This design comes from an exercise in tuning for small area, a short achievable clock period and few clock cycles on the open sky130 flow, not from production work.
RTL that was checked went through simulation tests only; none was proved equivalent to the original.
For runs 1 to 5, only the layout was checked, not whether the RTL still works.
Power is estimated from default activity; no workload was simulated.

==> flow/design.v <==
module ULA (
	input  [15:0] A,
	input  [15:0] B,
	input  [4:0]  OP,
	input  [6:0]  SEL,         
	input  [15:0] LIDO,        
	input  [15:0] LITERAL,
	input  [15:0] LINK,
	output [15:0] RESU,        
	output O,
	output C,
	output S,
	output Z
);
	wire [15:0] Y = OP[1] ? {16{OP[2]}} : (B ^ {16{OP[2]}});
	wire [16:0] SOMA = {1'b0, A} + {1'b0, Y} + {16'd0, OP[0]};
	wire C_arit = SOMA[16] ^ (OP[2] & ~OP[1]);
	assign O = (A[15] == Y[15]) && (SOMA[15] != A[15]);
	wire um = (OP[3:0] == 4'b1111);
	wire [15:0] LOGICA;
	genvar i;
	generate
		for (i = 0; i < 16; i = i + 1) begin : g_logica
			assign LOGICA[i] = OP[{~B[i], ~A[i]}] && (i == 0 || !um);
		end
	endgenerate
	wire [15:0] LS = ({16{SEL[1]}} & LOGICA)
	               | ({16{SEL[2]}} & {A[14:0], 1'b0})
	               | ({16{SEL[3]}} & {A[15], A[15:1]});
	assign RESU = ({16{SEL[0]}} & SOMA[15:0]) | LS
	            | ({16{SEL[4]}} & LIDO) | ({16{SEL[5]}} & LITERAL) | ({16{SEL[6]}} & LINK);
	assign C = OP[3] ? (OP[0] ? A[0] : A[15]) : C_arit;
	assign S = SEL[0] ? SOMA[15] : LS[15];
	assign Z = SEL[0] ? (SOMA[15:0] == 16'd0) : (LS == 16'd0);
endmodule
module Registrador_Flags(
	input clock,
	input reset,
	input habilita,
	input [4:0] controleOperacao,
	input Z, C, S, O,
	output reg [3:0] ZCSO       
);
	always @(posedge clock) begin
		if (reset)
			ZCSO <= 4'b0000;
		else if (habilita) begin
			case (controleOperacao)
				5'b10000: ZCSO[0] <= Z;
				5'b01000, 5'b01001: begin
					ZCSO[0] <= Z; ZCSO[1] <= C; ZCSO[2] <= S;
				end
				5'b00000, 5'b00001, 5'b00011,
				5'b00100, 5'b00101, 5'b00110: begin
					ZCSO <= {O, S, C, Z};
				end
				5'b10001, 5'b10010,
				5'b10100, 5'b10101, 5'b10110, 5'b10111,
				5'b11000, 5'b11001, 5'b11010, 5'b11011,
				5'b11100, 5'b11101, 5'b11110: begin
					ZCSO[0] <= Z; ZCSO[2] <= S;
				end
				default: ;
			endcase
		end
	end
endmodule
module TesteFlagsTemporario(
	input [3:0] RFlag_ZCSO,
	input [3:0] condicao,
	input Ver_Fal,
	output reg saida
);
	always @(*) begin
		case (condicao)
			4'b0100: saida = ~(Ver_Fal ^ RFlag_ZCSO[2]);
			4'b0101: saida = ~(Ver_Fal ^ RFlag_ZCSO[0]);
			4'b0110: saida = ~(Ver_Fal ^ RFlag_ZCSO[1]);
			4'b0111: saida = (~(Ver_Fal ^ RFlag_ZCSO[2])) | (~(Ver_Fal ^ RFlag_ZCSO[0]));
			4'b0000: saida = Ver_Fal;
			4'b0011: saida = ~(Ver_Fal ^ RFlag_ZCSO[3]);
			default: saida = 1'b0;
		endcase
	end
endmodule
module Extensor(
	input [15:0] instrucao,
	input desvia,              
	input [15:0] PC,
	input [15:0] B,
	output [15:0] proximo
);
	wire [15:0] desloc = !desvia ? 16'd1
	                   : instrucao[13] ? {{4{instrucao[11]}}, instrucao[11:0]}    
	                                   : {{8{instrucao[7]}}, instrucao[7:0]};     
	assign proximo = (desvia && instrucao[13:12] == 2'b11) ? B : PC + desloc;
endmodule
module Banco_Registro (
	input clock,
	input Hab_Lo,
	input Hab_Hi,
	input [2:0] Sel_E,
	input [15:0] E,
	input [2:0] Sel_A,
	input [2:0] Sel_B,
	output [15:0] A,
	output [15:0] B
);
	reg [127:0] registro;    
	integer i;
	always @(posedge clock)
		for (i = 0; i < 8; i = i + 1) begin
			if (Hab_Lo && Sel_E == i)
				registro[16*i +: 8] <= E[7:0];
			if (Hab_Hi && Sel_E == i)
				registro[16*i+8 +: 8] <= E[15:8];
		end
	assign A = registro[16*Sel_A +: 16];
	assign B = registro[16*Sel_B +: 16];
endmodule
module IntegracaoModulos(
	input clock,
	input reset,
	output [15:0] imem_addr,
	input  [15:0] imem_data,
	output [15:0] dmem_addr,
	output [15:0] dmem_wdata,
	output dmem_we,
	input  [15:0] dmem_rdata,
	output halted
);
	reg [15:0] PC;         
	reg [15:0] IR;         
	reg [15:0] RA, RB;     
	reg        valido;     
	reg        halted_r;   
	reg        escrita;    
	reg  [6:0] sel;        
	wire [1:0] formato = IR[15:14];
	wire [4:0] op = IR[10:6];
	wire [15:0] A, B, RESU, proximo;
	wire Z, C, S, O, salto;
	wire [3:0] ZCSO;
	wire eh_alu   = (formato == 2'b10);
	wire eh_store = eh_alu && (op == 5'b01011);
	wire eh_jreg  = (formato == 2'b00) && (IR[13:12] == 2'b11);
	wire eh_jal   = eh_jreg && !IR[11];
	wire desvia   = valido && (formato == 2'b00) && (IR[13] ? 1'b1 : salto);
	wire [2:0] Sel_E = eh_jal ? 3'd6 : IR[13:11];
	wire [15:0] E = RESU;
	wire [15:0] literal = IR[15] ? {IR[7:0], IR[7:0]} : {{5{IR[10]}}, IR[10:0]};
	wire escreve = valido && ((formato == 2'b01) || (eh_alu && !eh_store) || eh_jal);
	wire hab_lo = escreve || (valido && formato == 2'b11 && !IR[10]);
	wire hab_hi = escreve || (valido && formato == 2'b11 && IR[10]);
	wire [2:0] Sel_A = imem_data[5:3];
	wire [2:0] Sel_B = imem_data[2:0];
	Banco_Registro Banco_Registro(
		.clock(clock), .Hab_Lo(hab_lo), .Hab_Hi(hab_hi), .Sel_E(Sel_E), .E(E),
		.Sel_A(Sel_A), .Sel_B(Sel_B), .A(A), .B(B)
	);
	wire fA = (Sel_A == Sel_E), fB = (Sel_B == Sel_E);
	wire [1:0] fmt_F = imem_data[15:14];
	wire [4:0] op_F  = imem_data[10:6];
	wire [6:0] sel_F = {
		(fmt_F == 2'b00) && (imem_data[13:11] == 3'b110),                   
		fmt_F[0],                                                             
		(fmt_F == 2'b10) && (op_F == 5'b01010),                               
		(fmt_F == 2'b10) && (op_F == 5'b01001),                               
		(fmt_F == 2'b10) && (op_F == 5'b01000),                               
		(fmt_F == 2'b10) && op_F[4],                                          
		(fmt_F == 2'b10) && (op_F[4:3] == 2'b00) && (op_F[2:0] != 3'b010)
		                 && (op_F[2:0] != 3'b111)                             
	};
	always @(posedge clock) begin
		if (reset) begin
			PC <= 16'd0;
			valido <= 1'b0;
			halted_r <= 1'b0;
			escrita <= 1'b0;
		end else begin
			PC <= proximo;
			valido <= !desvia;
			if (!desvia && imem_data == 16'h2FFF)
				halted_r <= 1'b1;
			escrita <= !desvia && (imem_data[15:14] == 2'b10) && (imem_data[10:6] == 5'b01011);
		end
		IR <= imem_data;
		sel <= sel_F;
		RA[7:0]  <= (fA && hab_lo) ? E[7:0]  : A[7:0];
		RA[15:8] <= (fA && hab_hi) ? E[15:8] : A[15:8];
		RB[7:0]  <= (fB && hab_lo) ? E[7:0]  : B[7:0];
		RB[15:8] <= (fB && hab_hi) ? E[15:8] : B[15:8];
	end
	assign imem_addr = PC;
	assign halted = halted_r;
	Extensor Extensor(.instrucao(IR), .desvia(desvia), .PC(PC), .B(RB), .proximo(proximo));
	ULA ULA(.A(RA), .B(RB), .OP(op), .SEL(sel), .LIDO(dmem_rdata), .LITERAL(literal),
	        .LINK(PC), .RESU(RESU), .O(O), .C(C), .S(S), .Z(Z));
	Registrador_Flags Registrador_Flags(
		.clock(clock), .reset(reset), .habilita(valido && eh_alu), .controleOperacao(op),
		.Z(Z), .C(C), .S(S), .O(O), .ZCSO(ZCSO)
	);
	TesteFlagsTemporario TesteFlagsTemporario(
		.RFlag_ZCSO(ZCSO), .condicao(IR[11:8]), .Ver_Fal(IR[12]), .saida(salto)
	);
	assign dmem_addr  = RA;
	assign dmem_wdata = RB;
	assign dmem_we    = escrita;
endmodule
==> flow/flow/run.sh <==
#!/bin/bash
# The standard layout, with two changes to how it is made:
#  - ports are buffered with buf_2 cells (by default buffer_ports picks a
#    delay buffer, clkdlybuf4s50_1, which is larger and slower);
#  - clock tree synthesis adds no dummy loads.
set -euo pipefail
bash standard.sh \
	"BUFFER_PORTS_ARGS=-buffer_cell sky130_fd_sc_hd__buf_2" \
	"CTS_ARGS=-sink_clustering_enable -repair_clock_nets -dont_use_dummy_load" \
	finish > standard.log 2>&1
==> flow/standard.sh <==
#!/bin/bash
# synth_recipe.tcl (not shown) runs the flow's synth.tcl, then flattens the netlist and writes it again
# the make line also repeats each setting of config.mk as NAME=value (left out here)
make -C /OpenROAD-flow-scripts/flow DESIGN_CONFIG=/design/flow/config.mk WORK_HOME=/design/flow/orfs CLKGATE_MAP_FILE= SYNTH_SCRIPT=/design/flow/synth_recipe.tcl "${@:-finish}"
==> flow/config.mk <==
export PLATFORM = sky130hd
export DESIGN_NAME = IntegracaoModulos
export DESIGN_NICKNAME = IntegracaoModulos
export VERILOG_FILES = /design/flow/design.v
export SDC_FILE = /design/flow/constraint.sdc
export NUM_CORES = 4
export LEC_CHECK = 0
export CAP_MARGIN = 20
export CORE_MARGIN = 2
export CORE_UTILIZATION = 40
export SETUP_SLACK_MARGIN = 5
export SLEW_MARGIN = 20
==> flow/constraint.sdc <==
create_clock -name core_clock -period 9.0 [get_ports {clock}]
set_input_delay 1.8000 -clock core_clock [delete_from_list [all_inputs] [get_ports {clock}]]
set_output_delay 1.8000 -clock core_clock [all_outputs]
set_load 0.01 [all_outputs]
==> notes.md, run 1 <==
diode count 0; Final Util a little under half; met1 Use GR 29.5%; Flop pwr share about 47%; layout net count about 1100; # Max-Cap Violations 0; async set-reset flop share out of synthesis 0%; core area slightly below 30000 sq um; final-report setup violation count 0; antenna-violating nets left 0; synth warn 4; dpl ws 4.70 ns; detailed placement HPWL 23700 um; Unique masters post-synth 73; met3 GRT Util under 10%; CP Class reg -> reg; first-pass detailed-route iteration total 9; Post-Synthesis Cells 1008; clock tree from TritonCTS built; final slew viol count 0; largest net degree at the start of global routing 47; routed len/inst between 20 and 25 um; Post-Synthesis Cell Area 11800 sq um; DR vias/cell 6.10; internal cell power roughly 1.7 mW; clk_skew about 0.059 ns; Hold Path Depth 2; root buf cell clkbuf_16; Final Cycle Share a little over two fifths; PwrDens between 150 and 200 nW/um^2; worst endpoint required time between 9 and 10 ns; top-level port count between 80 and 90; drt initial violations a little over 900; Clk network pwr share roughly a third; startpoint types flop; CTS max path bufs 3; total CTS buffers 23; total grt overflow 0; design area around 13000 sq um; fmax 0.266 GHz; DR vias between 8000 and 9000; htree depth 1; most frequent cells in the layout edfxtp_1, buf_2, dfxtp_1, nand2_1, mux4_2; sum of negative setup slack 0 ns; clock latency on the worst-skew pair about 0.53 ns; Post-Layout Cell Count 1446; Logic pwr share 20.7%; final WL between 30000 and 40000 um; total power approximately 2.4 mW; Pleak ~4.8 nW; commonest non-fill, non-tap cell in the layout edfxtp_1; GRT Total Usage a little over a fifth; critical-path cell list buf_12, clkinvlp_4, buf_4, nand3_1, a41oi_1, or2_4, nand2b_1, ha_1, inv_1, fa_1, and2b_1, o211ai_1, nand2_1, a311o_1, a211oi_2, or4b_2, a31oi_1; relative slew slack 28.8%; crit-path max FO 32; endpoint class of the critical path flop; chip width about 180 um; first-pass GRT wire length between 50000 and 60000 um; Filler Cells Inserted 2627; Seq/Total Area, Yosys 45.5%; Starting Density about two fifths; Syn Nets 1075; dpl cells around 1400; flop2flop setup slack 5.24 ns; Sw Pwr a little under 0.7 mW; Worst R2R Path Depth 17; Switching Fraction 28.9%; DP Area between 10000 and 15000 sq um; Primary FF master, synth edfxtp_1; RSZ-0062 raised after global routing yes; hold_ws 0.470 ns; site row count 62; critical path arrival 4.20 ns; delay of the slowest critical-path stage about 0.61 ns; PnR worst setup slack approximately 5.2 ns; Tmin final 3.76 ns; Clk pin slew, worst setup/hold paths roughly 0.06 ns; Area growth syn-to-layout 11.7%; Fin. Hold Viols 0; # port buffers between 80 and 90; antenna violations before repair 0; mean post-synth cell area between 10 and 15 sq um; GP Congestion approximately 0.95; met2 usage in global routing 36.6%; Hold Path Class reg -> reg; slowest library cell on the worst path or4b_2; layout cells sized above 1 a little over a fifth; worst-margin pin slew 1.06 ns; DRC errors left 0; status timing/DRC/antenna clean; vias in the first global route just under 9000; gr busiest metal met2; DIE HEIGHT 176 um; IR drop worst, VDD 0.0000964 V; Post-synth EDFFs roughly 130; clock sinks 205; #FFs+latches synth slightly above 200; Die ar. between 30000 and 40000 sq um
Yosys cell counts (5+ instances only):
cell / number / area share, %
mux4_1: 8 / 1.8
or3_1: 5 / 0.26
o21bai_1: 6 / 0.38
a211oi_1: 41 / 2.6
xnor2_1: 38 / 2.8
a21o_1: 12 / 0.76
nand3_1: 25 / 1.1
mux2i_1: 6 / 0.51
mux4_2: 72 / 14
a21oi_1: 58 / 2.5
nor2b_1: 50 / 2.6
nor3_1: 25 / 1.1
o31ai_1: 7 / 0.44
ha_1: 30 / 3.2
nor4_1: 9 / 0.48
clkbuf_1: 38 / 1.2
a31oi_1: 8 / 0.42
a22oi_1: 16 / 1.0
nand2_1: 73 / 2.3
buf_2: 24 / 1.0
dfxtp_1: 77 / 13
xor2_1: 7 / 0.52
inv_1: 35 / 1.1
edfxtp_1: 128 / 32
and2_1: 10 / 0.53
o21ai_0: 24 / 1.0
nand4_1: 8 / 0.42
o21a_1: 9 / 0.57
nand2b_1: 10 / 0.53
buf_6: 5 / 0.48
nor2_1: 34 / 1.1
nor3b_1: 11 / 0.70
a222oi_1: 15 / 1.3
state kept, by name, indices dropped and copies added, names as in the netlist:
signal,flops
Banco_Registro.registro,128
IR,15
PC,16
RA,16
RB,16
Registrador_Flags.ZCSO,4
escrita,1
halted_r,1
sel,7
valido,1
cells by family after synthesis:
logic type	Yosys count	share of synthesized area [%]
buffers and inverters	106	4.03
AND/OR/NAND/NOR	286	12.8
adder cells (fa/ha/maj)	33	3.68
flip-flops	205	45.5
XOR/XNOR	45	3.33
multiplexers	88	16.2
AO/OA/AOI/OAI	245	14.5
path summary, 6_finish.rpt:
kind              startpoint        to
setup / recovery       IR[8]    PC[14]
hold / removal      halted_r  halted_r
setup reg to reg       IR[8]    PC[14]
hold reg to reg     halted_r  halted_r
repair_timing:
action | 4_1_cts | 5_1_grt
gates resized for setup | 2 | 16
pin swaps | 0 | 2
hold buffers | 0 | 0
setup endpoints to repair | 39 | 52
gates cloned | 1 | 0
buffers inserted | 3 | 1
per-layer routing:
| layer | part of all wire (%) | vias up |
|---|---|---|
| li1 | - | 4036 |
| met1 | 42 | 4394 |
| met2 | 48 | 333 |
| met3 | 7.3 | 64 |
| met4 | 2.4 | 0 |
| met5 | 0 | - |
worst max-delay path: cells and delay by family (launching register included):
family / cells / cell delay, ns
buffers and inverters: 4 / 0.51
AND/OR/NAND/NOR: 6 / 1.45
AO/OA/AOI/OAI: 5 / 0.78
flip-flops: 1 / 0.35
adder cells (fa/ha/maj): 2 / 0.58
cell type report:
type | instances | area (sq um) | share of cell area [%]
Timing Repair Buffer | 101 | 571 | 4.31
Inverter | 35 | 135 | 1.02
Sequential cell | 205 | 5390 | 40.8
Tap cell | 384 | 480 | 3.63
Multi-Input combinational cell | 697 | 6070 | 45.9
Clock buffer | 23 | 576 | 4.35
Timing Repair inverter | 1 | 5.00 | 0.0378
power by group through the flow:
| stage | Sequential, mW | Clock [mW] | Combinational (mW) |
|---|---|---|---|
| global placement | 1.14 | 0 | 0.482 |
| floorplan | 1.11 | 0 | 0.352 |
| global route | 1.12 | 0.830 | 0.544 |
| finish | 1.12 | 0.784 | 0.498 |
| CTS | 1.12 | 0.800 | 0.488 |
| detailed placement | 1.14 | 0 | 0.484 |
==> run 2, diff against run 1 <==
--- a/flow/flow/run.sh
+++ b/flow/flow/run.sh
@@ -7,4 +7,4 @@
 bash standard.sh \
 	"BUFFER_PORTS_ARGS=-buffer_cell sky130_fd_sc_hd__buf_2" \
-	"CTS_ARGS=-sink_clustering_enable -repair_clock_nets -dont_use_dummy_load" \
+	"CTS_ARGS=-sink_clustering_enable -repair_clock_nets -dont_use_dummy_load -buf_list sky130_fd_sc_hd__clkbuf_8" \
 	finish > standard.log 2>&1
==> run 2 against run 1 <==
Via count is 1.1% higher. Largest power group unchanged. Register-to-register slack worse by 0.12 ns. Flip-flop and latch count stayed put. Sequential power hardly changed. Combinational power hardly changed.
==> notes.md, run 2 <==
crit path from sel[5]; Tmin final 3.88 ns; relative slew slack 28.7%; Fin. Hold Viols 0; fmax 0.258 GHz; CP Class reg -> reg; Hold Path Depth 2; most frequent cells in the layout edfxtp_1, buf_2, dfxtp_1, nand2_1, mux4_2; layout cells sized above 1 between 20% and 30%; worst-margin pin slew between 1 and 1.5 ns; top-level port count 84; sum of negative setup slack 0 ns; Post-Synthesis Cell Area approximately 12000 sq um; GP Congestion around 0.95; Unique masters post-synth 73; vias in the first global route ~8900; Largest register FFs roughly 130; chip width about 180 um; critical path arrival roughly 4.3 ns; #FFs+latches synth between 200 and 250; ranking of synthesized cells by area edfxtp_1, mux4_2, dfxtp_1; Seq/Total Area, Yosys between 40% and 50%; routed len/inst 23.5 um; largest net degree at the start of global routing 47; diode count 0; worst r2r src sel[5]; # hold bufs at CTS 0; endpoint class of the critical path flop; clk_skew approximately 0.06 ns; startpoint types flop; Primary FF master, synth edfxtp_1; crit-path max FO 15; detailed placement HPWL 23700 um; total CTS buffers 36; top-area cell type share of the netlist area ~32%; clock sinks just over 200; RSZ-0062 raised after global routing yes; worst endpoint required time 9.44 ns; clock tree from TritonCTS built; dpl cells between 1000 and 1500; root buf cell clkbuf_8; DR vias roughly 9000; first-pass GRT wire length between 50000 and 60000 um; Final Cycle Share 43.1%; # Max-Cap Violations 0; clock latency on the worst-skew pair about 0.53 ns; Starting Density 40.9%; final slew viol count 0; layout net count around 1100; mean post-synth cell area 11.7 sq um; antenna-violating nets left 0; drt initial violations a little over 800; Pleak 4.75 nW; IR drop worst, VDD 0.0000960 V; Hold Path Class reg -> reg; Yosys top cell by area edfxtp_1; Area growth syn-to-layout 10.8%; first-pass detailed-route iteration total 6; # port buffers just over 80; status timing/DRC/antenna clean; final-report setup violation count 0; final WL 34300 um; PwrDens between 150 and 200 nW/um^2; Clk pin slew, worst setup/hold paths 0.05 ns; Die ar. 31000 sq um; antenna violations before repair 0; total grt overflow 0; Worst R2R Path Depth 15; Post-Synthesis Cells 1008; DRC errors left 0; commonest non-fill, non-tap cell in the layout edfxtp_1; Final Util ~45%; GRT Total Usage roughly 22%; Post-Layout Cell Count roughly 1500; most common cell in the netlist edfxtp_1; async set-reset flop share out of synthesis 0%; Hold Startpoint halted_r; synth warn 4; CTS max path bufs 3; Syn Nets ~1100; top cells by count, synth edfxtp_1, dfxtp_1, nand2_1; htree depth 2; Largest Register Banco_Registro.registro; site row count 62; Post-synth EDFFs 128; Filler Cells Inserted roughly 2700; DR vias/cell roughly 6.1; core area 28900 sq um; DIE HEIGHT approximately 180 um
-- run 2: cell count changes in the layout (fill, tap and decap cells not counted), sizes merged --
| cell | delta |
|---|---|
| clkbuf | +13 |
| buf | -1 |
-- run 2: worst paths after layout --
path	to	slack (ns)
setup / recovery	PC[14]	5.12
hold / removal	halted_r	0.47
setup reg to reg	PC[14]	5.12
hold reg to reg	halted_r	0.47
-- run 2: power breakdown --
part,internal [mW],switching [mW],leakage [nW],total [mW]
Sequential,1.05,0.0691,1.81,1.12
Clock,0.353,0.333,0.259,0.686
Combinational,0.210,0.289,2.67,0.499
Total,1.61,0.691,4.75,2.30
-- run 2: layer usage --
metal	routed length [um]	vias up	GRT usage, %
met5	0	-	0
met4	832	0	7.37
met3	2510	64	4.03
met2	16400	369	36.2
met1	14500	4434	29.5
li1	-	4055	-
-- run 2: kinds of logic after synthesis --
| family | Yosys count | synth area share (%) |
|---|---|---|
| compound gates | 245 | 14.5 |
| xor+xnor | 45 | 3.33 |
| fa+ha+maj | 33 | 3.68 |
| buf+inv | 106 | 4.03 |
| flops | 205 | 45.5 |
| mux | 88 | 16.2 |
| simple gates | 286 | 12.8 |
-- run 2: final cells by class --
class	instances	area (sq um)	share of cell area (%)
Tap cell	384	480	3.66
Clock buffer	36	495	3.77
Inverter	35	135	1.03
Sequential cell	205	5390	41.1
Timing Repair Buffer	100	554	4.22
Multi-Input combinational cell	697	6070	46.2
Timing Repair inverter	1	5.00	0.0381
-- run 2: repair_timing --
item                                    CTS  global route
buffers inserted                          3             0
cloned                                    1             0
resized for setup                         2            12
endpoints found under the setup margin   39            46
-- run 2: worst max-delay path, stage by stage, from the launching register on --
cell      delay, ns
dfxtp_1        0.72
nor3b_2        0.16
nand3_1        0.12
o21ai_0        0.13
or2_4          0.33
nand2b_1       0.10
ha_1           0.18
inv_1          0.07
fa_1           0.40
and2b_1        0.25
o211ai_1       0.12
nand2_1        0.11
a311o_1        0.25
a211oi_1       0.12
or4b_2         0.61
a31oi_1        0.14
-- run 2: metrics by stage --
stage	worst slack, ns	power [mW]	instance area, sq um	hold slack [ns]
6_report	5.12	2.30	13100	0.468
5_1_grt	4.85	2.40	13100	0.496
4_1_cts	5.03	2.31	13100	0.471
3_5_place_dp	4.70	1.62	12500	0.458
3_3_place_gp	4.75	1.62	12500	0.454
2_1_floorplan	5.52	1.46	11800	0.459
==> run 3, diff against run 2 <==
--- a/flow/design.v
+++ b/flow/design.v
@@ -3,5 +3,8 @@
 	input  [15:0] B,
 	input  [4:0]  OP,
-	input  [6:0]  SEL,         
+	input  [6:0]  SEL,
+	input         YK,          
+	input         YI,          
+	input         CI,          
 	input  [15:0] LIDO,        
 	input  [15:0] LITERAL,
@@ -13,7 +16,8 @@
 	output Z
 );
-	wire [15:0] Y = OP[1] ? {16{OP[2]}} : (B ^ {16{OP[2]}});
-	wire [16:0] SOMA = {1'b0, A} + {1'b0, Y} + {16'd0, OP[0]};
-	wire C_arit = SOMA[16] ^ (OP[2] & ~OP[1]);
+	wire [15:0] Y = (B & {16{~YK}}) ^ {16{YI}};
+	wire [17:0] SOMA_X = {1'b0, A, 1'b1} + {1'b0, Y, CI};
+	wire [16:0] SOMA = SOMA_X[17:1];
+	wire C_arit = SOMA[16] ^ (YI & ~YK);
 	assign O = (A[15] == Y[15]) && (SOMA[15] != A[15]);
 	wire um = (OP[3:0] == 4'b1111);
@@ -30,5 +34,5 @@
 	assign RESU = ({16{SEL[0]}} & SOMA[15:0]) | LS
 	            | ({16{SEL[4]}} & LIDO) | ({16{SEL[5]}} & LITERAL) | ({16{SEL[6]}} & LINK);
-	assign C = OP[3] ? (OP[0] ? A[0] : A[15]) : C_arit;
+	assign C = SEL[0] ? C_arit : (SEL[2] ? A[15] : A[0]);
 	assign S = SEL[0] ? SOMA[15] : LS[15];
 	assign Z = SEL[0] ? (SOMA[15:0] == 16'd0) : (LS == 16'd0);
@@ -137,4 +141,5 @@
 	reg        escrita;    
 	reg  [6:0] sel;        
+	reg  [2:0] yctl;       
 	wire [1:0] formato = IR[15:14];
 	wire [4:0] op = IR[10:6];
@@ -187,4 +192,5 @@
 		IR <= imem_data;
 		sel <= sel_F;
+		yctl <= (fmt_F == 2'b10 && op_F[4:3] == 2'b00) ? op_F[2:0] : 3'b000;
 		RA[7:0]  <= (fA && hab_lo) ? E[7:0]  : A[7:0];
 		RA[15:8] <= (fA && hab_hi) ? E[15:8] : A[15:8];
@@ -195,5 +201,5 @@
 	assign halted = halted_r;
 	Extensor Extensor(.instrucao(IR), .desvia(desvia), .PC(PC), .B(RB), .proximo(proximo));
-	ULA ULA(.A(RA), .B(RB), .OP(op), .SEL(sel), .LIDO(dmem_rdata), .LITERAL(literal),
+	ULA ULA(.A(RA), .B(RB), .OP(op), .SEL(sel), .YK(yctl[1]), .YI(yctl[2]), .CI(yctl[0]), .LIDO(dmem_rdata), .LITERAL(literal),
 	        .LINK(PC), .RESU(RESU), .O(O), .C(C), .S(S), .Z(Z));
 	Registrador_Flags Registrador_Flags(
==> flow/flow/run.sh (replaced) <==
#!/bin/bash
# The standard layout, with changes to how it is made:
#  - ports are buffered with buf_2 cells (by default buffer_ports picks a
#    delay buffer, clkdlybuf4s50_1, which is larger and slower);
#  - clock tree synthesis adds no dummy loads and uses clkbuf_8 buffers;
set -euo pipefail
bash standard.sh \
	"SETUP_SLACK_MARGIN=5.5" \
	"BUFFER_PORTS_ARGS=-buffer_cell sky130_fd_sc_hd__buf_2" \
	"CTS_ARGS=-sink_clustering_enable -repair_clock_nets -dont_use_dummy_load -buf_list sky130_fd_sc_hd__clkbuf_8" \
	finish > standard.log 2>&1
--- a/flow/config.mk
+++ b/flow/config.mk
@@ -9,4 +9,3 @@
 export CORE_MARGIN = 2
 export CORE_UTILIZATION = 40
-export SETUP_SLACK_MARGIN = 5
 export SLEW_MARGIN = 20
==> run 3 against run 2 <==
Still clean. Power up 0.21%. First-iteration DRC count up 26%. Sequential power about the same. Die area up 0.63%. Clock power down 2%. Maximum frequency up 13%. Cell count up 0.55%. Setup slack better by 0.43 ns. Register-to-register slack better by 0.43 ns. Synthesized area up 0.64%. Non-clock buffer count up 25. Critical path type unchanged. Critical endpoint unchanged.
==> notes.md, run 3 <==
dpl cells roughly 1400; critical path arrival just under 4 ns; mean post-synth cell area 12.1 sq um; layout net count 1145; PnR worst setup slack between 5 and 6 ns; antenna-violating nets left 0; clock tree from TritonCTS built; CTS max path bufs 3; Pleak about 5.1 nW; largest net degree at the start of global routing 36; Filler Cells Inserted 2690; total grt overflow 0; final slew viol count 0; # port buffers a little over 80; Register Area ~5500 sq um; Post-Synthesis Cells between 900 and 1000; multi-input logic area between 6000 and 7000 sq um; dpl ws 4.67 ns; DR vias/cell 6.10; root buf cell clkbuf_8; top-level port count between 80 and 90; Tmin final between 3 and 4 ns; Clk pin slew, worst setup/hold paths approximately 0.060 ns; endpoint class of the critical path flop; Yosys top cell by area edfxtp_1; fmax around 0.29 GHz; commonest non-fill, non-tap cell in the layout edfxtp_1; PwrDens ~170 nW/um^2; top-area cell type share of the netlist area about a third; IR drop worst, VDD slightly above 0.00009 V; Post-Layout Cell Count 1466; total power 2.31 mW; most common cell in the netlist edfxtp_1; DR vias a little under 9000; synth warn 4; GRT Total Usage a little under a quarter; htree depth 2; final WL approximately 36000 um; crit-path max FO 6; Adder-Cell Fraction of Synth Area under 10%; worst-margin pin slew 1.03 ns; Synth Area in Compound Gates 11.4%; vias in the first global route 8751; chip width 177 um; Unique masters post-synth 76; RSZ-0062 raised after global routing yes; startpoint types flop; Final Cycle Share a little under two fifths; top cells by count, synth edfxtp_1, dfxtp_1, mux4_2; Hold Path Class reg -> reg; Area growth syn-to-layout 16.8%; status timing/DRC/antenna clean; core area roughly 29000 sq um; hold_ws approximately 0.45 ns; clock sinks between 200 and 250; Largest register FFs around 130; async set-reset flop share out of synthesis 0%; clock latency on the worst-skew pair 0.54 ns; total CTS buffers 35; most frequent cells in the layout edfxtp_1, buf_2, mux4_2, dfxtp_1, mux2i_1; final-report setup violation count 0; Post-Synthesis Cell Area approximately 12000 sq um; DIE HEIGHT between 150 and 200 um; site row count 63; largest family of logic cells by synthesized area multiplexers; relative slew slack between 30% and 40%; Primary FF master, synth edfxtp_1; Post-synth EDFFs approximately 130; Seq/Total Area, Yosys 45.7%; diode count 0; layout cells sized above 1 31.4%; CP Class reg -> reg; GP Congestion 0.908; DRC errors left 0; first-pass GRT wire length between 50000 and 60000 um; drt initial violations between 1000 and 1500; Synth Area in XOR/XNOR 3.23%; clk_skew roughly 0.08 ns; # Max-Cap Violations 0; Synth Area in Simple Gates a little under an eighth; detailed placement HPWL between 20000 and 25000 um; # hold bufs at CTS 0; mux contribution to synthesized area 21.2%; first-pass detailed-route iteration total 9; ranking of synthesized cells by area edfxtp_1, mux4_2, dfxtp_1; worst endpoint required time 9.41 ns; Fin. Hold Viols 0; routed len/inst 24.3 um; Syn Nets around 1000; sum of negative setup slack 0 ns; #FFs+latches synth between 200 and 250; Starting Density 40.4%; antenna violations before repair 0; Die ar. 31200 sq um; Largest Register Banco_Registro.registro
-- run 3: cell types whose count changed in the layout (fill, tap and decap cells not counted), sizes merged, moves of 5 or more --
cell    before  now
mux2i        6   66
a211oi      42   15
nor2b       50   23
buf        100  123
nand2       73   56
a21oi       59   43
a222oi      15   21
and2        10   15
nor2        34   39
nor3b       11    6
o21ai       28   23
-- run 3: path summary, 6_finish.rpt --
kind / startpoint / endpoint / slack (ns) / cells past startpoint
setup / recovery: IR[9] / PC[14] / 5.55 / 17
hold / removal: halted_r / halted_r / 0.45 / 2
hold reg to reg: halted_r / halted_r / 0.45 / 2
setup reg to reg: IR[9] / PC[14] / 5.55 / 17
-- run 3: layout make-up --
cell class,instances,area share [%]
clock buffer,35,3.46
inverter,37,1.06
multi-input combinational,671,46.8
sequential,208,39.3
tap,390,3.50
timing repair buffer,125,5.92
-- run 3: cell families after synthesis --
family,Yosys count
multiplexers,152
AO/OA/AOI/OAI,189
flip-flops,208
adder cells (fa/ha/maj),33
buffers and inverters,103
XOR/XNOR,44
AND/OR/NAND/NOR,252
-- run 3: power breakdown --
part           internal (mW)  switching, mW  leakage, nW
combinational          0.221          0.282         2.97
sequential              1.06         0.0701         1.84
clock                  0.343          0.331        0.252
-- run 3: stage by stage --
stage / cell area, sq um / utilization [%]
after global routing: 13900 / 47.2
after floorplan: 11900 / -
after global placement: 12700 / 43.1
after detailed placement: 12700 / 43.1
final: 13900 / 47.2
after CTS: 13500 / 45.8
-- run 3: repair_timing --
action,CTS,global route
buffers inserted,12,17
pin swaps,9,36
gates cloned,3,0
endpoints found under the setup margin,106,66
gates resized for setup,47,57
-- run 3: worst max-delay path, cell delays in order (launching register included) --
cell      delay [ns]
dfxtp_4         0.35
buf_12          0.13
mux2i_4         0.18
xnor2_2         0.14
a221oi_2        0.30
nor2_2          0.08
o21a_4          0.27
nand2b_1        0.08
ha_2            0.18
inv_2           0.04
fa_2            0.41
nor2b_4         0.15
o31ai_4         0.08
a211o_1         0.31
nand3_2         0.11
a41oi_2         0.10
xor2_1          0.18
o31ai_1         0.21
-- run 3: metal layers --
metal  up-vias  track usage (%)  part of all wire, %
met4         0             8.44                  3.7
met5         -                0                    0
li1       4009                -                    -
met1      4457             30.4                   41
met3        87             4.32                  8.1
met2       393             36.8                   47
==> run 4, diff against run 3 <==
--- a/flow/flow/run.sh
+++ b/flow/flow/run.sh
@@ -6,5 +6,5 @@
 set -euo pipefail
 bash standard.sh \
-	"SETUP_SLACK_MARGIN=5.5" \
+	"SETUP_SLACK_MARGIN=6" \
 	"BUFFER_PORTS_ARGS=-buffer_cell sky130_fd_sc_hd__buf_2" \
 	"CTS_ARGS=-sink_clustering_enable -repair_clock_nets -dont_use_dummy_load -buf_list sky130_fd_sc_hd__clkbuf_8" \
==> run 4 against run 3 <==
Wire length rose by 3.5%. Setup slack improved by 0.095 ns. Synthesized area did not move. Non-clock buffer count rose by 26. Clock power rose by 3.3%. Flip-flop and latch count did not move. Critical path depth fell by 2. Cell area rose by 4.0%. Cell count rose by 2.0%. Critical endpoint is now PC[15]. Highest routed layer unchanged.
==> notes.md, run 4 <==
endpoint class of the critical path flop; Register Area about 5500 sq um; largest family of logic cells by synthesized area multiplexers; Post-Synthesis Cell Area between 10000 and 15000 sq um; commonest non-fill, non-tap cell in the layout edfxtp_1; site row count 63; Hold Path Class reg -> reg; WHS Endpoint halted_r; Unique masters post-synth between 70 and 80; chip width approximately 180 um; PwrDens ~170 nW/um^2; htree depth 2; largest net degree at the start of global routing 36; final slew viol count 0; GP Congestion roughly 0.92; RR Endpoint PC[15]; multi-input logic area 6760 sq um; worst r2r src IR[9]; Levels on crit path 15; sum of negative setup slack 0 ns; mux contribution to synthesized area about a fifth; critical path arrival between 3 and 4 ns; core area between 20000 and 30000 sq um; DIE HEIGHT ~180 um; clock latency on the worst-skew pair 0.54 ns; design area 14500 sq um; routed len/inst around 25 um; RSZ-0062 raised after global routing yes; Worst R2R Path Depth 15; Adder-Cell Fraction of Synth Area ~3.6%; detailed placement HPWL between 20000 and 25000 um; vias in the first global route 9049; CP Class reg -> reg; antenna-violating nets left 0; # port buffers 83; CTS max path bufs 3; critical-path cell list mux2i_2, xnor2_1, a221oi_2, nor2_2, o21a_4, buf_12, and2_4, ha_4, or3_4, o21ai_4, a211oi_4, o21ai_1, a21boi_1, or3_1, a311oi_2; layout net count roughly 1200; relative slew slack 23.2%; total grt overflow 0; status timing/DRC/antenna clean; Post-Synthesis Cells between 900 and 1000; async set-reset flop share out of synthesis 0%; Synth Area in Simple Gates a little under an eighth; Seq/Total Area, Yosys between 40 and 50%; drt initial violations roughly 850; Starting Density 40.4%; DR vias/cell ~6; first-pass detailed-route iteration total 7; top-level port count 84; clock tree from TritonCTS built; most common cell in the netlist edfxtp_1; Syn Nets ~1000; worst-margin pin slew 1.15 ns; final-report setup violation count 0; flop2flop setup slack between 5 and 6 ns; layout cells sized above 1 between 40% and 50%; ranking of synthesized cells by area edfxtp_1, mux4_2, dfxtp_1; DP Area roughly 13000 sq um; Hold Path Depth 2; Area growth syn-to-layout 21.5%; most frequent cells in the layout edfxtp_1, mux4_2, buf_2, mux2i_1, buf_4; slowest library cell on the worst path or3_4; worst path bufs/invs 1; clock sinks 208; DR vias slightly above 9000; root buf cell clkbuf_8; total CTS buffers 36; Fin. Hold Viols 0; Synth Area in XOR/XNOR under 10%; top cells by count, synth edfxtp_1, dfxtp_1, mux4_2; Largest Register Banco_Registro.registro; Largest register FFs between 100 and 150; Filler Cells Inserted 2633; first-pass GRT wire length 54700 um; Pleak between 5 and 6 nW; crit-path max FO 5; Post-synth EDFFs 128; startpoint types flop; Yosys top cell by area edfxtp_1; mean post-synth cell area approximately 12 sq um; clk_skew about 0.077 ns; fmax slightly below 0.3 GHz; IR drop worst, VDD between 0.00008 and 0.00009 V; Final Cycle Share a little under two fifths; Hold Startpoint halted_r; synth warn 4; top-area cell type share of the netlist area 32.2%; delay of the slowest critical-path stage ~0.4 ns; antenna violations before repair 2; DRC errors left 0; GRT Total Usage 23.4%; Largest delay share family, worst path compound AO/OA/AOI/OAI gates; worst endpoint required time roughly 9.4 ns; Tmin final between 3 and 4 ns; #FFs+latches synth between 200 and 250; # Max-Cap Violations 0; Synth Area in Compound Gates a little under an eighth; Die ar. about 31000 sq um; Clk pin slew, worst setup/hold paths around 0.060 ns; Primary FF master, synth edfxtp_1; final WL around 37000 um
run 4: what timing repair did:
item	4_1_cts	5_1_grt
setup endpoints to repair	253	154
buffers inserted	34	22
hold buffers	0	0
cloned	0	2
pin swaps	15	33
resized for setup	93	87
run 4: worst max-delay path by stage:
| stage | startpoint | to | slack [ns] |
|---|---|---|---|
| after floorplan | reset | Registrador_Flags.ZCSO[0] | 5.75 |
| after global placement | reset | Registrador_Flags.ZCSO[0] | 5.25 |
| after detailed placement | IR[9] | PC[14] | 5.15 |
| after CTS | IR[9] | PC[14] | 5.62 |
| after global routing | IR[9] | PC[14] | 5.48 |
| final | IR[9] | PC[15] | 5.65 |
run 4: worst register-to-register path: cells and delay by family, from the launching register on:
| family | cells | cell delay, ns |
|---|---|---|
| flops | 1 | 0.38 |
| fa+ha+maj | 1 | 0.17 |
| simple gates | 4 | 0.98 |
| mux | 1 | 0.23 |
| xor+xnor | 1 | 0.10 |
| compound gates | 7 | 1.23 |
| buf+inv | 1 | 0.13 |
run 4: logic make-up (layout without fill, tap and decap cells):
group                      after synthesis  in the layout
AOI/OAI and AO/OA                      189            190
xor gates and xnor gates                44             44
adders and majority gates               33             33
buffers and inverters                  103            224
DFF                                    208            208
muxes                                  152            152
other                                    0              2
and+or+nand+nor                        252            252
run 4: final cells by class:
cell class	count	share of cell area (%)
clock buffer	36	3.42
antenna	2	0.0346
inverter	37	1.11
timing repair buffer	151	7.27
tap	390	3.37
sequential	208	38.1
multi-input combinational	671	46.6
run 4: metal layers:
| metal | up-vias | routed length, um | global-route usage [%] |
|---|---|---|---|
| met3 | 87 | 3010 | 4.30 |
| met2 | 448 | 17800 | 38.4 |
| li1 | 4063 | - | - |
| met5 | - | 0 | 0 |
| met4 | 0 | 1370 | 8.61 |
| met1 | 4551 | 14700 | 31.1 |
run 4: metrics by stage:
stage / worst slack [ns] / util [%] / std cells / hold WS, ns / power, mW
floorplan: 5.75 / - / 981 / 0.459 / 1.47
global placement: 5.25 / 43.5 / 1399 / 0.456 / 1.62
detailed placement: 5.15 / 43.5 / 1399 / 0.445 / 1.62
CTS: 5.62 / 47.1 / 1469 / 0.463 / 2.37
global route: 5.48 / 49.1 / 1493 / 0.484 / 2.52
finish: 5.65 / 49.1 / 1495 / 0.464 / 2.42
run 4: power by group:
group	switching [mW]	total (mW)	internal, mW
Clock	0.343	0.696	0.353
Sequential	0.0682	1.13	1.07
Combinational	0.324	0.593	0.268
Total	0.736	2.42	1.69
==> run 5, diff against run 4 <==
--- a/flow/flow/run.sh
+++ b/flow/flow/run.sh
@@ -6,5 +6,5 @@
 set -euo pipefail
 bash standard.sh \
-	"SETUP_SLACK_MARGIN=6" \
+	"SETUP_SLACK_MARGIN=6" "TNS_END_PERCENT=0" \
 	"BUFFER_PORTS_ARGS=-buffer_cell sky130_fd_sc_hd__buf_2" \
 	"CTS_ARGS=-sink_clustering_enable -repair_clock_nets -dont_use_dummy_load -buf_list sky130_fd_sc_hd__clkbuf_8" \
==> run 5 against run 4 <==
Non-clock buffer count fell by 40. Utilization decreased by 3.2 points. Setup slack lost 0.092 ns. Largest cell class unchanged. Wire length decreased by 4.5%. Clock power about the same. Critical endpoint is now Banco_Registro.registro[111]. Cell area fell by 6.4%. Combinational power is 17% lower. Global-route usage shrank 1.0 points. First-iteration DRC count grew 10%.
==> notes.md, run 5 <==
worst r2r src yctl[1]; diode count 0; most common cell in the netlist edfxtp_1; GRT Total Usage about 22%; core area around 29000 sq um; CP Class reg -> reg; total CTS buffers 36; top-level port count 84; htree depth 2; Primary FF master, synth edfxtp_1; Post-synth EDFFs 128; antenna violations before repair 0; Syn Nets 1048; clock tree from TritonCTS built; Largest register FFs approximately 130; Synth Area in Compound Gates between 10% and 20%; crit-path max FO 18; #FFs+latches synth 208; Largest Register Banco_Registro.registro; total grt overflow 0; Critical Path Sink Banco_Registro.registro[111]; drt initial violations a little over 900; DIE HEIGHT 177 um; relative slew slack a little under a third; worst-margin pin slew a little over 1 ns; DR vias/cell 6.04; GP Congestion a little over 0.9; largest family of logic cells by synthesized area multiplexers; RR Endpoint Banco_Registro.registro[111]; final-report setup violation count 0; CTS max path bufs 3; Clk pin slew, worst setup/hold paths about 0.07 ns; endpoint class of the critical path flop; # port buffers slightly above 80; sum of negative setup slack 0 ns; PwrDens 171 nW/um^2; multi-input logic area around 6300 sq um; mux contribution to synthesized area between 20% and 30%; RSZ-0062 raised after global routing yes; first-pass detailed-route iteration total 13; commonest non-fill, non-tap cell in the layout edfxtp_1; worst endpoint required time about 9.3 ns; slowest library cell on the worst path or4_4; top cells by count, synth edfxtp_1, dfxtp_1, mux4_2; root buf cell clkbuf_8; clock latency on the worst-skew pair around 0.54 ns; Adder-Cell Fraction of Synth Area under 10%; critical-path cell list nor2b_1, xnor2_1, ha_1, a21oi_1, o21ai_0, a211o_1, o211a_1, or4_4, a31oi_4, inv_1; site row count 63; synth warn 4; fmax approximately 0.29 GHz; vias in the first global route approximately 8500; DR vias 8777; ranking of synthesized cells by area edfxtp_1, mux4_2, dfxtp_1; Fin. Hold Viols 0; IR drop worst, VDD 0.0000723 V; clk_skew between 0.07 and 0.08 ns; Synth Area in XOR/XNOR under 10%; clock sinks 208; async set-reset flop share out of synthesis 0%; Register Area ~5500 sq um; largest net degree at the start of global routing 36; layout net count between 1000 and 1500; Worst R2R Path Depth 10; final slew viol count 0; Pleak 4.96 nW; Final Cycle Share 38.3%; detailed placement HPWL ~24000 um; most frequent cells in the layout edfxtp_1, buf_2, mux4_2, dfxtp_1, mux2i_1; # Max-Cap Violations 0; Synth Area in Simple Gates between 10% and 20%; Hold Path Class reg -> reg; chip width 177 um; flop2flop setup slack roughly 5.6 ns; Hold Path Depth 2; antenna-violating nets left 0; layout cells sized above 1 between 20% and 30%; startpoint types flop; total power ~2.3 mW; crit path from yctl[1]; Tmin final roughly 3.4 ns; Post-Synthesis Cells just under 1000; Post-Synthesis Cell Area around 12000 sq um; final WL 35200 um; status timing/DRC/antenna clean; DRC errors left 0; Seq/Total Area, Yosys between 40 and 50%; top-area cell type share of the netlist area around a third; Filler Cells Inserted 2717; mean post-synth cell area between 10 and 15 sq um; critical path arrival ~3.7 ns; delay of the slowest critical-path stage ~0.54 ns; Die ar. 31200 sq um; Unique masters post-synth 76; routed len/inst around 24 um; Starting Density between 40% and 50%; first-pass GRT wire length approximately 52000 um; Yosys top cell by area edfxtp_1; Area growth syn-to-layout 13.7%; Hold Startpoint halted_r
-- run 5: power by group --
group	total, mW	internal (mW)	switching (mW)
clock	0.697	0.353	0.344
combinational	0.492	0.211	0.281
sequential	1.13	1.06	0.0681
-- run 5: worst max-delay path: cells and delay by family, from the launching register on --
family,cells,cell delay [ns]
buf+inv,1,0.18
flops,1,0.49
simple gates,2,0.63
fa+ha+maj,1,0.43
xor+xnor,1,0.13
compound gates,5,1.28
-- run 5: logic make-up (layout without fill, tap and decap cells) --
| group | after synthesis | in the layout |
|---|---|---|
| AND/OR/NAND/NOR | 252 | 252 |
| flip-flops | 208 | 208 |
| AO/OA/AOI/OAI | 189 | 189 |
| multiplexers | 152 | 152 |
| buffers and inverters | 103 | 184 |
| XOR/XNOR | 44 | 44 |
| adder cells (fa/ha/maj) | 33 | 33 |
-- run 5: worst min path at each step --
stage                                            to  slack (ns)
after global routing                       halted_r        0.46
after detailed placement                   halted_r        0.44
final                                      halted_r        0.45
after CTS                                  halted_r        0.45
after floorplan           Registrador_Flags.ZCSO[1]        0.46
after global placement                     halted_r        0.43
-- run 5: layout make-up --
type | count | share of cell area (%)
Inverter | 37 | 1.09
Sequential cell | 208 | 40.3
Tap cell | 390 | 3.60
Multi-Input combinational cell | 670 | 46.4
Timing Repair Buffer | 111 | 4.99
Clock buffer | 36 | 3.66
-- run 5: through the flow --
stage / setup WS, ns / instance area [sq um] / std cells / utilization [%] / hold slack [ns]
6_report: 5.56 / 13500 / 1452 / 46.0 / 0.450
2_1_floorplan: 5.75 / 12000 / 981 / - / 0.459
3_5_place_dp: 4.65 / 12700 / 1398 / 43.1 / 0.438
3_3_place_gp: 4.79 / 12700 / 1398 / 43.1 / 0.435
5_1_grt: 5.43 / 13500 / 1452 / 46.0 / 0.464
4_1_cts: 5.50 / 13500 / 1451 / 45.8 / 0.451
-- run 5: what timing repair did --
action / 4_1_cts / 5_1_grt
endpoints found under the setup margin: 286 / 272
buffers inserted: 16 / 1
hold buffers: 0 / 0
gates resized for setup: 39 / 12
cloned: 1 / 0
pin swaps: 13 / 8
-- run 5: routing by layer --
layer | vias to the layer above | global-route usage (%) | wire [um]
met2 | 374 | 36.5 | 16700
li1 | 3983 | - | -
met3 | 81 | 5.22 | 2800
met4 | 0 | 7.89 | 1100
met5 | - | 0 | 0
met1 | 4339 | 29.4 | 14600
==> run 6, diff against run 5 <==
--- a/flow/design.v
+++ b/flow/design.v
@@ -95,8 +95,8 @@
 	output [15:0] proximo
 );
-	wire [15:0] desloc = !desvia ? 16'd1
-	                   : instrucao[13] ? {{4{instrucao[11]}}, instrucao[11:0]}    
+	wire [15:0] desloc = instrucao[13] ? {{4{instrucao[11]}}, instrucao[11:0]}    
 	                                   : {{8{instrucao[7]}}, instrucao[7:0]};     
-	assign proximo = (desvia && instrucao[13:12] == 2'b11) ? B : PC + desloc;
+	wire [15:0] alvo = (instrucao[13:12] == 2'b11) ? B : PC + desloc;
+	assign proximo = desvia ? alvo : PC + 16'd1;
 endmodule
 module Banco_Registro (
--- a/flow/flow/run.sh
+++ b/flow/flow/run.sh
@@ -6,5 +6,5 @@
 set -euo pipefail
 bash standard.sh \
-	"SETUP_SLACK_MARGIN=6" "TNS_END_PERCENT=0" \
+	"SETUP_SLACK_MARGIN=7" "TNS_END_PERCENT=0" \
 	"BUFFER_PORTS_ARGS=-buffer_cell sky130_fd_sc_hd__buf_2" \
 	"CTS_ARGS=-sink_clustering_enable -repair_clock_nets -dont_use_dummy_load -buf_list sky130_fd_sc_hd__clkbuf_8" \
==> run 6 against run 5 <==
Still clean. Non-clock buffer count is 12 higher. Worst hold slack better by 0.021 ns. Power is 4.2% higher. Combinational power is about 20% higher. Setup slack better by 0.40 ns. Via count is 6.5% higher. Sequential share of layout area is 1.0 points lower. Critical endpoint is now RB[3]. Largest cell class unchanged.
==> notes.md, run 6 <==
Syn Nets around 1100; DIE HEIGHT 178 um; commonest non-fill, non-tap cell in the layout edfxtp_1; mean post-synth cell area between 10 and 15 sq um; crit-path max FO 35; DR vias/cell between 6 and 7; critical-path cell list buf_2, buf_8, mux4_2, nor2b_1, a211oi_1, a21oi_1; internal cell power approximately 1.7 mW; # hold bufs at CTS 0; Starting Density 40.7%; endpoint class of the critical path flop; Tmin final a little over 3 ns; Hold Path Class reg -> reg; worst path bufs/invs 2; htree depth 2; root buf cell clkbuf_8; clock latency on the worst-skew pair roughly 0.52 ns; Final Cycle Share about a third; Post-Layout Cell Count approximately 1500; drt initial violations between 700 and 800; antenna-violating nets left 0; DRC errors left 0; IR drop worst, VDD about 0.00007 V; RSZ-0062 raised after global routing yes; core area ~30000 sq um; Seq/Total Area, Yosys a little under half; Clk network pwr share 28.6%; Area growth syn-to-layout 15.5%; #FFs+latches synth around 210; antenna violations before repair 0; Clk pin slew, worst setup/hold paths 0.05 ns; worst-margin pin slew 1.10 ns; total grt overflow 0; diode count 0; startpoint types primary input; routed len/inst ~23 um; Die ar. about 32000 sq um; top-level port count 84; clock sinks between 200 and 250; Sw Pwr ~0.73 mW; Largest Register Banco_Registro.registro; relative slew slack a little over a quarter; vias in the first global route about 9200; most frequent cells in the layout edfxtp_1, buf_2, mux4_2, a21oi_1, nand2_1; GRT Total Usage about 22%; GP Congestion about 0.94; Post-Synthesis Cell Area 12100 sq um; Worst R2R Path Depth 13; Hold Path Depth 2; Flop pwr share ~47%; slowest library cell on the worst path mux4_2; ranking of synthesized cells by area edfxtp_1, mux4_2, dfxtp_1; clock tree from TritonCTS built; critical path arrival approximately 3.4 ns; Hold Startpoint halted_r; final slew viol count 0; WHS Endpoint halted_r; Primary FF master, synth edfxtp_1; status timing/DRC/antenna clean; top cells by count, synth edfxtp_1, dfxtp_1, mux4_2; most common cell in the netlist edfxtp_1; final WL around 35000 um; layout cells sized above 1 between 30% and 40%; site row count 63; CP Class in -> reg; Pleak 5.10 nW; total CTS buffers 36; layout net count 1210; synth warn 4; worst r2r src RB[0]; Unique masters post-synth 73; async set-reset flop share out of synthesis 0%; first-pass GRT wire length roughly 53000 um; largest net degree at the start of global routing 36; sum of negative setup slack 0 ns; clk_skew 0.0561 ns; DR vias 9344; Fin. Hold Viols 0; worst endpoint required time ~9.4 ns; chip width around 180 um; RR Endpoint Registrador_Flags.ZCSO[0]; Post-Synthesis Cells around 1100; dpl cells ~1500; CTS max path bufs 3; PwrDens between 150 and 200 nW/um^2; Post-synth EDFFs 128; final-report setup violation count 0; Switching Fraction between 30% and 40%; detailed placement HPWL ~24000 um; Largest register FFs about 130; fmax roughly 0.33 GHz; flop2flop setup slack 5.98 ns; top-area cell type share of the netlist area 31.8%; Yosys top cell by area edfxtp_1; delay of the slowest critical-path stage 0.54 ns; # Max-Cap Violations 0; Logic pwr share between 20% and 30%; Largest delay share family, worst path multiplexers; first-pass detailed-route iteration total 6; # port buffers 83
run 6: cell types whose count changed after synthesis, moves of 15 or more:
cell,change
nor2_1,+15
nor2b_1,+31
a22o_1,+15
mux2i_1,-62
a21oi_1,+36
a211oi_1,+35
run 6: cells by family after synthesis:
kind of cell    after synthesis  share of synthesized area [%]
fa+ha+maj                    34                           3.64
mux                          88                           15.6
buf+inv                     111                           3.61
flops                       208                           45.0
simple gates                287                           12.6
xor+xnor                     63                           4.56
compound gates              264                           15.0
run 6: how the worst max path moves through the flow:
stage                      start                         to  slack, ns  cells past startpoint
CTS                      yctl[1]  Registrador_Flags.ZCSO[0]       5.98                     12
floorplan           imem_data[3]                     RA[12]       5.97                      6
finish              imem_data[0]                      RB[3]       5.96                      6
global placement    imem_data[1]                      RB[3]       5.07                      6
detailed placement  imem_data[1]                      RB[3]       5.06                      6
global route             yctl[1]  Registrador_Flags.ZCSO[0]       5.87                     11
run 6: metrics by stage:
stage | power, mW | worst slack, ns | cell area (sq um) | utilization, % | hold slack, ns
3_3_place_gp | 1.65 | 5.07 | 12900 | 43.3 | 0.462
4_1_cts | 2.40 | 5.98 | 13800 | 46.5 | 0.486
6_report | 2.42 | 5.96 | 14000 | 47.0 | 0.471
2_1_floorplan | 1.50 | 5.97 | 12300 | - | 0.470
3_5_place_dp | 1.65 | 5.06 | 12900 | 43.3 | 0.471
5_1_grt | 2.53 | 5.87 | 14000 | 47.0 | 0.511
run 6: repair_timing:
action | CTS | global route
buffers inserted | 18 | 9
pin swaps | 22 | 25
setup endpoints to repair | 372 | 371
resized for setup | 95 | 22
run 6: routing by layer:
layer  track usage [%]  routed length [um]  vias up  part of all wire (%)
met4              9.84                1390        0                   3.9
met5                 0                   0        -                     0
met3              3.92                2710       98                   7.6
met1              28.7               14400     4596                    41
met2              37.3               17000      406                    48
li1                  -                   -     4244                     -
run 6: layout make-up:
class / count / area [sq um]
fillers: 2656 / 15700
inverters: 37 / 146
well taps: 390 / 488
flip-flops and latches: 208 / 5490
clock buffers: 36 / 495
repair buffers: 123 / 747
multi-input cells: 736 / 6610
run 6: worst reg2reg max path, cell delays in order (launching register included):
cell and delay (ns):
dfxtp_4 0.35, nor2b_4 0.18, xnor2_4 0.15, ha_4 0.23, a211oi_2 0.27, buf_4 0.16
buf_4 0.10, buf_4 0.09, o21bai_1 0.08, a21oi_1 0.21, xor2_1 0.29, o211ai_2 0.13
or4_4 0.50, o31ai_2 0.17
run 6: power by group through the flow:
| stage | combinational [mW] | clock [mW] | sequential, mW |
|---|---|---|---|
| 2_1_floorplan | 0.374 | 0 | 1.12 |
| 3_5_place_dp | 0.502 | 0 | 1.15 |
| 5_1_grt | 0.639 | 0.753 | 1.14 |
| 3_3_place_gp | 0.498 | 0 | 1.15 |
| 6_report | 0.591 | 0.691 | 1.13 |
| 4_1_cts | 0.558 | 0.714 | 1.13 |
Testbench counts of run 6, summed over its fixed seeds: cycles 28,186.
==> run 7, diff against run 6 <==
--- a/flow/flow/run.sh
+++ b/flow/flow/run.sh
@@ -6,5 +6,5 @@
 set -euo pipefail
 bash standard.sh \
-	"SETUP_SLACK_MARGIN=7" "TNS_END_PERCENT=0" \
+	"SETUP_SLACK_MARGIN=6" "TNS_END_PERCENT=0" \
 	"BUFFER_PORTS_ARGS=-buffer_cell sky130_fd_sc_hd__buf_2" \
 	"CTS_ARGS=-sink_clustering_enable -repair_clock_nets -dont_use_dummy_load -buf_list sky130_fd_sc_hd__clkbuf_8" \
==> run 7 against run 6 <==
Still clean. Die area unchanged. Clock skew is 0.0066 ns higher. Flip-flop and latch count unchanged. Critical endpoint is now imem_addr[1]. Largest cell class unchanged. Largest power group unchanged.
==> notes.md, run 7 <==
#FFs+latches synth about 210; async set-reset flop share out of synthesis 0%; CP Class reg -> out; first-pass GRT wire length 52600 um; vias in the first global route approximately 9000; worst-margin pin slew approximately 1.1 ns; Post-Layout Cell Count 1510; Fin. Hold Viols 0; Post-Synthesis Cell Area around 12000 sq um; Die ar. roughly 32000 sq um; clock tree from TritonCTS built; Yosys top cell by area edfxtp_1; Primary FF master, synth edfxtp_1; site row count 63; Unique masters post-synth 73; # hold bufs at CTS 0; crit-path max FO 10; delay of the slowest critical-path stage approximately 0.58 ns; layout cells sized above 1 roughly a quarter; GRT Total Usage 21.9%; Tmin final a little over 3 ns; root buf cell clkbuf_8; # port buffers 83; ranking of synthesized cells by area edfxtp_1, mux4_2, dfxtp_1; Hold Startpoint halted_r; Logic pwr share 22.3%; critical path arrival roughly 1.3 ns; commonest non-fill, non-tap cell in the layout edfxtp_1; Hold Path Depth 2; CTS max path bufs 3; Post-synth EDFFs 128; diode count 0; detailed placement HPWL ~25000 um; Clk pin slew, worst setup/hold paths around 0.060 ns; slowest library cell on the worst path dfxtp_1; Hold Path Class reg -> reg; # Max-Cap Violations 0; clock latency on the worst-skew pair 0.53 ns; total power about 2.3 mW; Switching Fraction between 30% and 40%; chip width about 180 um; first-pass detailed-route iteration total 5; drt initial violations about 730; Post-Synthesis Cells 1055; Area growth syn-to-layout 12.1%; Starting Density around 40%; Largest register FFs around 130; WHS Endpoint halted_r; status timing/DRC/antenna clean; final slew viol count 0; Largest Register Banco_Registro.registro; final-report setup violation count 0; most frequent cells in the layout edfxtp_1, buf_2, mux4_2, a21oi_1; PwrDens about 170 nW/um^2; flop2flop setup slack approximately 6.0 ns; layout net count 1190; Sw Pwr a little over 0.7 mW; worst path bufs/invs 1; worst r2r src IR[13]; clk_skew roughly 0.063 ns; top-area cell type share of the netlist area roughly a third; multi-input logic area roughly 6400 sq um; DRC errors left 0; RSZ-0062 raised after global routing yes; Largest delay share family, worst path flip-flops; critical-path cell list buf_2; DR vias around 9200; antenna-violating nets left 0; total CTS buffers 36; Worst R2R Path Depth 7; IR drop worst, VDD a little under 0.0001 V; core area 29700 sq um; Filler Cells Inserted approximately 2700; most common cell in the netlist edfxtp_1; Seq/Total Area, Yosys 45.0%; GP Congestion 0.937; Register Area roughly 5500 sq um; largest net degree at the start of global routing 36; internal cell power roughly 1.6 mW; startpoint types flop; Syn Nets approximately 1100; mean post-synth cell area about 11 sq um; top cells by count, synth edfxtp_1, dfxtp_1, mux4_2; DIE HEIGHT ~180 um; Final Cycle Share 34.5%; RR Endpoint Banco_Registro.registro[56]; fmax ~0.32 GHz; final WL about 35000 um; routed len/inst 23.1 um; endpoint class of the critical path output pin; htree depth 2; clock sinks roughly 210; Flop pwr share about half; dpl cells roughly 1500; antenna violations before repair 0; top-level port count 84; Clk network pwr share approximately 29%; total grt overflow 0; worst endpoint required time ~7.2 ns; relative slew slack between 20% and 30%; DR vias/cell slightly above 6; synth warn 4; sum of negative setup slack 0 ns; Pleak 4.93 nW
-- run 7: cell type report --
| type | count | share of cell area [%] |
|---|---|---|
| flip-flops and latches | 208 | 40.3 |
| repair buffers | 103 | 4.28 |
| inverters | 37 | 1.06 |
| multi-input cells | 736 | 47.1 |
| well taps | 390 | 3.60 |
| clock buffers | 36 | 3.65 |
-- run 7: cell families (layout without fill, tap and decap cells) --
family	count (synthesis)	after routing	synth area share, %
simple gates	287	287	12.6
compound gates	264	264	15.0
flops	208	208	45.0
buf+inv	111	176	3.61
mux	88	88	15.6
xor+xnor	63	63	4.56
fa+ha+maj	34	34	3.64
-- run 7: per-layer routing --
| layer | wire length [um] | track usage (%) | up-vias |
|---|---|---|---|
| met5 | 0 | 0 | - |
| met4 | 1340 | 8.44 | 0 |
| met3 | 2750 | 3.47 | 96 |
| met2 | 16800 | 37.4 | 393 |
| met1 | 13900 | 28.0 | 4544 |
| li1 | - | - | 4202 |
-- run 7: worst max-delay path by stage --
stage / from / end / slack, ns / depth (start not counted)
after floorplan: reset / Registrador_Flags.ZCSO[0] / 5.96 / 6
after global placement: imem_data[0] / RB[2] / 5.10 / 7
after detailed placement: imem_data[0] / RB[2] / 5.08 / 7
after CTS: imem_data[3] / RA[5] / 5.73 / 7
after global routing: yctl[1] / Registrador_Flags.ZCSO[0] / 5.86 / 10
final: PC[1] / imem_addr[1] / 5.89 / 1
-- run 7: power groups by stage --
stage / Clock [mW] / Sequential (mW) / Combinational (mW)
CTS: 0.710 / 1.13 / 0.505
floorplan: 0 / 1.12 / 0.374
detailed placement: 0 / 1.15 / 0.501
global placement: 0 / 1.15 / 0.497
global route: 0.742 / 1.14 / 0.570
finish: 0.688 / 1.13 / 0.522
-- run 7: timing repair --
action                     in CTS  in global routing
setup buffers                   0                  5
gates resized for setup         9                 41
setup endpoints to repair     238                253
pin swaps                       0                  5
gates cloned                    0                  0
-- run 7: through the flow --
step / utilization (%) / setup WS (ns) / hold slack (ns) / cell area (sq um)
global placement: 43.3 / 5.10 / 0.468 / 12900
detailed placement: 43.3 / 5.08 / 0.468 / 12900
global route: 45.6 / 5.86 / 0.535 / 13600
CTS: 45.1 / 5.73 / 0.484 / 13400
finish: 45.6 / 5.89 / 0.478 / 13600
floorplan: - / 5.96 / 0.470 / 12300
==> run 8, diff against run 7 <==
--- a/flow/config.mk
+++ b/flow/config.mk
@@ -8,4 +8,4 @@
 export CAP_MARGIN = 20
 export CORE_MARGIN = 2
-export CORE_UTILIZATION = 40
+export CORE_UTILIZATION = 55
 export SLEW_MARGIN = 20
==> run 8 against run 7 <==
Sequential share of layout area increased by 0.75 points. Power increased by 0.39%. Worst hold slack improved by 0.0027 ns. Largest cell class unchanged. Highest routed layer unchanged.
==> notes.md, run 8 <==
chip width roughly 150 um; Hold Path Class reg -> reg; Fin. Hold Viols 0; critical path arrival around 1.3 ns; antenna-violating nets left 0; Filler Cells Inserted 1762; Die ar. between 20000 and 25000 sq um; root buf cell clkbuf_8; relative slew slack 29.0%; Worst R2R Path Depth 11; Register Area roughly 5500 sq um; commonest non-fill, non-tap cell in the layout edfxtp_1; core area ~22000 sq um; Post-Layout Cell Count about 1400; endpoint class of the critical path output pin; startpoint types flop; fmax between 0.3 and 0.4 GHz; Post-synth EDFFs roughly 130; top-level port count 84; final WL between 30000 and 40000 um; first-pass GRT wire length between 50000 and 60000 um; diode count 0; Post-Synthesis Cells between 1000 and 1500; DR vias 9150; synth warn 4; layout cells sized above 1 23.6%; worst endpoint required time roughly 7.2 ns; Final Cycle Share a little over a third; Largest Register Banco_Registro.registro; final-report setup violation count 0; PwrDens 177 nW/um^2; PnR worst setup slack 5.87 ns; RSZ-0062 raised after global routing yes; async set-reset flop share out of synthesis 0%; # port buffers 83; crit-path max FO 4; ranking of synthesized cells by area edfxtp_1, mux4_2, dfxtp_1; worst path bufs/invs 1; clock tree from TritonCTS built; Yosys top cell by area edfxtp_1; most common cell in the netlist edfxtp_1; drt initial violations 939; Post-Synthesis Cell Area 12100 sq um; routed len/inst 24.9 um; largest net degree at the start of global routing 36; most frequent cells in the layout edfxtp_1, buf_2, mux4_2, a21oi_1, nand2_1; vias in the first global route between 8000 and 9000; antenna violations before repair 0; GP Congestion about 0.9; CTS max path bufs 3; GRT Total Usage between 20% and 30%; top-area cell type share of the netlist area about a third; Syn Nets ~1100; IR drop worst, VDD 0.000121 V; multi-input logic area 6340 sq um; Levels on crit path 1; Clk pin slew, worst setup/hold paths around 0.060 ns; DIE HEIGHT around 150 um; first-pass detailed-route iteration total 6; Starting Density a little under three fifths; clock sinks 208; Largest register FFs between 100 and 150; total power ~2.4 mW; Seq/Total Area, Yosys between 40% and 50%; clk_skew about 0.074 ns; Pleak about 4.9 nW; Largest delay share family, worst path flip-flops; Unique masters post-synth 73; detailed placement HPWL between 20000 and 25000 um; sum of negative setup slack 0 ns; DRC errors left 0; site row count 54; DR vias/cell 6.57; #FFs+latches synth 208; delay of the slowest critical-path stage ~0.60 ns; status timing/DRC/antenna clean; Primary FF master, synth edfxtp_1; Hold Path Depth 2; total grt overflow 0; CP Class reg -> out; total CTS buffers 36; Tmin final 3.13 ns; htree depth 2; Area growth syn-to-layout 10.1%; final slew viol count 0; worst-margin pin slew about 1.1 ns; layout net count around 1200; mean post-synth cell area roughly 11 sq um; # hold bufs at CTS 0; dpl ws 5.14 ns; # Max-Cap Violations 0; dpl cells approximately 1400; clock latency on the worst-skew pair 0.53 ns; slowest library cell on the worst path dfxtp_1; critical-path cell list buf_2; top cells by count, synth edfxtp_1, dfxtp_1, mux4_2
## run 8: changes by cell type in the layout (fill, tap and decap cells not counted), moves of 2 or more
| cell | change |
|---|---|
| buf_2 | -2 |
| buf_4 | -4 |
| nor2_2 | -6 |
| dfxtp_1 | -2 |
| nor2_1 | +7 |
| dfxtp_2 | +2 |
## run 8: cell families after synthesis
family                     synth area share (%)
muxes                                      15.6
xor gates and xnor gates                   4.56
DFF                                        45.0
AOI/OAI and AO/OA                          15.0
and+or+nand+nor                            12.6
buffers and inverters                      3.61
adders and majority gates                  3.64
## run 8: path summary, 6_finish.rpt
kind | slack, ns | to | from
max | 5.87 | dmem_wdata[10] | RB[10]
min reg2reg | 0.48 | halted_r | halted_r
min | 0.48 | halted_r | halted_r
max reg2reg | 5.89 | Registrador_Flags.ZCSO[0] | yctl[1]
## run 8: timing repair
action                                 CTS  global route
endpoints found under the hold margin    0             0
resized for setup                       21            18
setup endpoints to repair              187           211
buffers inserted                         0             3
pin swaps                                1             1
## run 8: routing by layer
metal / GRT usage [%] / wire, um
met5: 0 / 0
met2: 47.4 / 16200
met1: 41.9 / 14400
met4: 11.5 / 1410
met3: 4.29 / 2740
## run 8: metrics by stage
stage	instance area [sq um]	hold WS [ns]	util (%)
final	13300	0.481	61.4
after global routing	13300	0.527	61.4
after CTS	13300	0.475	61.1
after detailed placement	12700	0.460	58.5
after global placement	12700	0.454	58.5
after floorplan	12300	0.470	-
## run 8: area by class of cell
class | instances | area share, %
well taps | 280 | 2.63
inverters | 37 | 1.08
flip-flops and latches | 208 | 41.0
clock buffers | 36 | 3.72
multi-input cells | 736 | 47.6
repair buffers | 96 | 3.94
## run 8: power by group
part           internal, mW  switching (mW)
sequential             1.07          0.0777
combinational         0.218           0.304
clock                 0.352           0.334

## separate check: timing with driven ports
In the flow no input, the clock included, has a driving cell. The finished layouts below were timed again as built, in two steps. Step 1 sets driving cells, clkbuf_16 on the clock port and buf_2 on the other inputs (assumed; they add their load-dependent delay and slew). Step 2, shift: input delay + t, output delay - t, t = (earliest + latest rising clock arrival at the registers) / 2. This alone moves slack from input paths to output paths. a / b / c = ideal / step 1 / step 2; a / b = the first two.
| run | t (ns) | slack for setup (ns) | worst data-port slew with drivers (ns) | pins driven straight from the clock port |
|---|---|---|---|---|
| run 1 | 0.544 | 5.240 / 5.240 / 5.026 | 0.04 | 1 |
| run 2 | 0.543 | 5.119 / 5.119 / 4.977 | 0.03 | 1 |
| run 3 | 0.548 | 5.554 / 5.554 / 5.137 | 0.04 | 1 |
| run 4 | 0.542 | 5.649 / 5.649 / 5.471 | 0.04 | 1 |
| run 5 | 0.553 | 5.556 / 5.556 / 5.090 | 0.03 | 1 |
| run 6 | 0.547 | 5.961 / 5.944 / 5.435 | 0.04 | 1 |
| run 7 | 0.547 | 5.894 / 5.844 / 5.435 | 0.04 | 1 |
| run 8 | 0.532 | 5.865 / 5.823 / 5.403 | 0.03 | 1 |
After both steps every run listed still meets setup and hold. For run 6, which loses most, drivers alone change the setup slack by -0.017 ns; drivers and shift together by -0.526 ns.
